Source: an optimization exercise on an open RTL-to-GDS flow (aim: small area). Production flows keep margins and buffers that such runs may drop.
Only simulation tests tie the RTL to the original design; equivalence was not proved.
No activity file was given, so power comes from the tool's default toggle rates.

==> flow/design.v (excerpt) <==
module top (
    input        clk,
    input        rst_raw,
    input        confirm_raw,
    input  [3:0] col,
    output [3:0] row,
    output [6:0] seg2,
    output [1:0] anode2,
    output [6:0] seg4,
    output [3:0] anode4,
    output       ain,
    output       gain,
    output       shutdown_n
);
    function [9:0] lf10(input [9:0] q);
        lf10 = {q[8:0], (q[9] ^ q[2]) & (|q[8:0])};
    endfunction
    function [12:0] lf13(input [12:0] q);
        lf13 = {q[11:0], q[12] ^ q[2]};
    endfunction
    localparam [12:0] S_0    = 13'd1,
                      S_4202 = 13'd6930,
                      S_4624 = 13'd1251,
                      S_6248 = 13'd1377,
                      S_6249 = 13'd2754;
    reg [9:0] rcnt;
    reg       rprev;
    reg       db_reset;
    always @(posedge clk) begin
        rprev <= rst_raw;
        rcnt  <= (rst_raw != rprev) ? 10'd1 : lf10(rcnt);
        db_reset <= db_reset_next;
    end
    wire db_reset_next = (rst_raw == rprev && rcnt == 10'd0) ? rst_raw : db_reset;
    wire srst = db_reset | db_reset_next;
    reg        cprev;
    reg        db_confirm;
    reg [12:0] tl;
    wire       csat = (tl[9:0] == 10'd0);
    always @(posedge clk)
        cprev <= confirm_raw & ~rst_raw;
    always @(posedge clk or posedge rst_raw) begin
        if (rst_raw)
            db_confirm <= 0;
        else if (confirm_raw == cprev && csat)
            db_confirm <= confirm_raw;
    end
    reg [5:0] cnt_lo;
    reg [9:0] cnt_hi;
    always @(posedge clk) begin
        if (srst) begin
            cnt_lo <= 0; cnt_hi <= 0;
        end else begin
            cnt_lo <= {cnt_lo[4:0], cnt_lo[5] ^ cnt_lo[4] ^ (cnt_lo[4:0] == 5'd0)};
            cnt_hi <= cnt_hi + (cnt_lo == 6'b100000);
        end
    end
    reg [1:0] scan_row;
    reg [9:0] dcnt;        
    reg       scanning;
    wire dfull   = (dcnt == 10'd0);
    wire colany  = (col != 4'b1111);
    wire valid   = ~scanning & dfull;
    always @(posedge clk) begin
        if (srst)
            scan_row <= 0;
  ...
Settings: LEC_CHECK=0, CAP_MARGIN=20, CORE_MARGIN=2, CORE_UTILIZATION=40, CTS_BUF_LIST=sky130_fd_sc_hd__clkbuf_4 sky130_fd_sc_hd__clkbuf_8, CTS_CLUSTER_DIAMETER=100, CTS_CLUSTER_SIZE=30, SLEW_MARGIN=20, BUFFER_PORTS_ARGS=-buffer_cell sky130_fd_sc_hd__buf_1, CTS_ARGS=-sink_clustering_enable -repair_clock_nets -dont_use_dummy_load -buf_list {sky130_fd_sc_hd__clkbuf_8 sky130_fd_sc_hd__clkbuf_16} -sink_clustering_size 50 -sink_clustering_max_diameter 200; clock period 10.0 ns.
standard.sh (not shown) runs the stock make flow with config.mk's settings and CLKGATE_MAP_FILE= SYNTH_SCRIPT=/design/flow/synth_recipe.tcl, a recipe that flattens the netlist after the stock synthesis.
==> flow/flow/run.sh <==
#!/bin/bash
# Standard synthesis, then the combinational logic re-mapped for area by
# yosys/abc (registers untouched), then the standard layout with plain buf_1
# port buffers and a clock tree without dummy loads.
set -euo pipefail
HERE=$(pwd)
cat >> config.mk <<'EOC'
export BUFFER_PORTS_ARGS = -buffer_cell sky130_fd_sc_hd__buf_1
export CTS_ARGS = -sink_clustering_enable -repair_clock_nets -dont_use_dummy_load -buf_list {sky130_fd_sc_hd__clkbuf_8 sky130_fd_sc_hd__clkbuf_16} -sink_clustering_size 50 -sink_clustering_max_diameter 200
EOC
bash standard.sh synth > make_synth.log 2>&1
R=$HERE/orfs/results/$FLOW_PLATFORM/top/base
cp $R/1_2_yosys.v $HERE/1_2_yosys_standard.v
export REOPT_LIB=$FLOW_HOME/platforms/sky130hd/lib/sky130_fd_sc_hd__tt_025C_1v80.lib
export REOPT_IN=$HERE/1_2_yosys_standard.v
export REOPT_OUT=$HERE/1_2_yosys_reopt.v
export REOPT_SCRIPT=$HERE/flow/reopt.abc
export REOPT_DONT_USE=$(sed -n '/DONT_USE_CELLS/,/^$/p' $FLOW_HOME/platforms/sky130hd/config.mk | grep -o "sky130_fd_sc_hd__[a-z0-9_]*" | sed 's/^/-dont_use /' | tr '\n' ' ')
yosys -c $HERE/flow/reopt.tcl > $HERE/reopt_yosys.log 2>&1
cp $REOPT_OUT $R/1_2_yosys.v
rm -f $R/1_synth.odb
bash standard.sh > make_finish.log 2>&1
==> flow/flow/reopt.abc <==
strash
&get -n
&deepsyn -T 60
&put
dch
amap
==> flow/flow/reopt.tcl <==
# Re-map the combinational logic of the standard synthesis for area.
# Registers and the tie cell are kept as they are (same cells, same names).
yosys read_liberty -ignore_miss_func $::env(REOPT_LIB)
yosys read_verilog $::env(REOPT_IN)
yosys hierarchy -top $::env(FLOW_TOP)
yosys setattr -mod -set keep_hierarchy 1 sky130_fd_sc_hd__df* sky130_fd_sc_hd__edf* sky130_fd_sc_hd__conb_*
yosys flatten
yosys opt_clean
yosys stat -liberty $::env(REOPT_LIB)
yosys abc -liberty $::env(REOPT_LIB) {*}$::env(REOPT_DONT_USE) -script $::env(REOPT_SCRIPT) $::env(FLOW_TOP)
yosys opt_clean -purge
yosys delete t:\$scopeinfo
yosys rename -enumerate -pattern reopt_%_
yosys stat -liberty $::env(REOPT_LIB)
yosys select $::env(FLOW_TOP)
yosys write_verilog -noattr -nohex -nodec -selected $::env(REOPT_OUT)
Edit:
--- a/flow/flow/run.sh
+++ b/flow/flow/run.sh
@@ -7,5 +7,5 @@
 cat >> config.mk <<'EOC'
 export BUFFER_PORTS_ARGS = -buffer_cell sky130_fd_sc_hd__buf_1
-export CTS_ARGS = -sink_clustering_enable -repair_clock_nets -dont_use_dummy_load -buf_list {sky130_fd_sc_hd__clkbuf_8 sky130_fd_sc_hd__clkbuf_16} -sink_clustering_size 50 -sink_clustering_max_diameter 200
+export CTS_ARGS = -sink_clustering_enable -repair_clock_nets -dont_use_dummy_load -buf_list {sky130_fd_sc_hd__clkbuf_4 sky130_fd_sc_hd__clkbuf_8}
 EOC
 bash standard.sh synth > make_synth.log 2>&1
CTS_ARGS = -sink_clustering_enable -repair_clock_nets -dont_use_dummy_load -buf_list {sky130_fd_sc_hd__clkbuf_4 sky130_fd_sc_hd__clkbuf_8}   (was -sink_clustering_enable -repair_clock_nets -dont_use_dummy_load -buf_list {sky130_fd_sc_hd__clkbuf_8 sky130_fd_sc_hd__clkbuf_16} -sink_clustering_size 50 -sink_clustering_max_diameter 200)
Sequential power hardly moves.
Power went down by 8.0%.
Clock skew went up by 21 ps.
Sequential share of layout area went up by 0.66 points.
Routed wire length went down by 3.8%.
First-iteration DRC count went up by 2.0%.

## what the ideal ports hide
No port has a modelled driver above. Below, the same layouts with a new extraction and two added sets of constraints.
Step 1 (the two cells are an assumption about what drives the block):
set clk [get_ports {clk}]
set_driving_cell -lib_cell sky130_fd_sc_hd__clkbuf_16 $clk
set_driving_cell -lib_cell sky130_fd_sc_hd__buf_2 [delete_from_list [all_inputs] $clk]
Step 2, shift: input delay + t, output delay - t, t = (earliest + latest rising clock arrival at the registers) / 2. This alone moves slack from input paths to output paths.
Slacks: ideal ports / drivers / drivers and shift; pairs: ideal ports / drivers.
run | shift t [ns] | setup slack, ns | worst setup path after step 2 | worst register clock-pin slew, ns | worst slew at a driven data input, ns
the first run | 0.369 | 3.227 / 3.227 / 3.227 | register to register | 0.07 / 0.07 | 0.04
the second run | 0.379 | 2.684 / 2.684 / 2.684 | register to register | 0.10 / 0.10 | 0.03
After both steps every run listed still meets setup and hold.
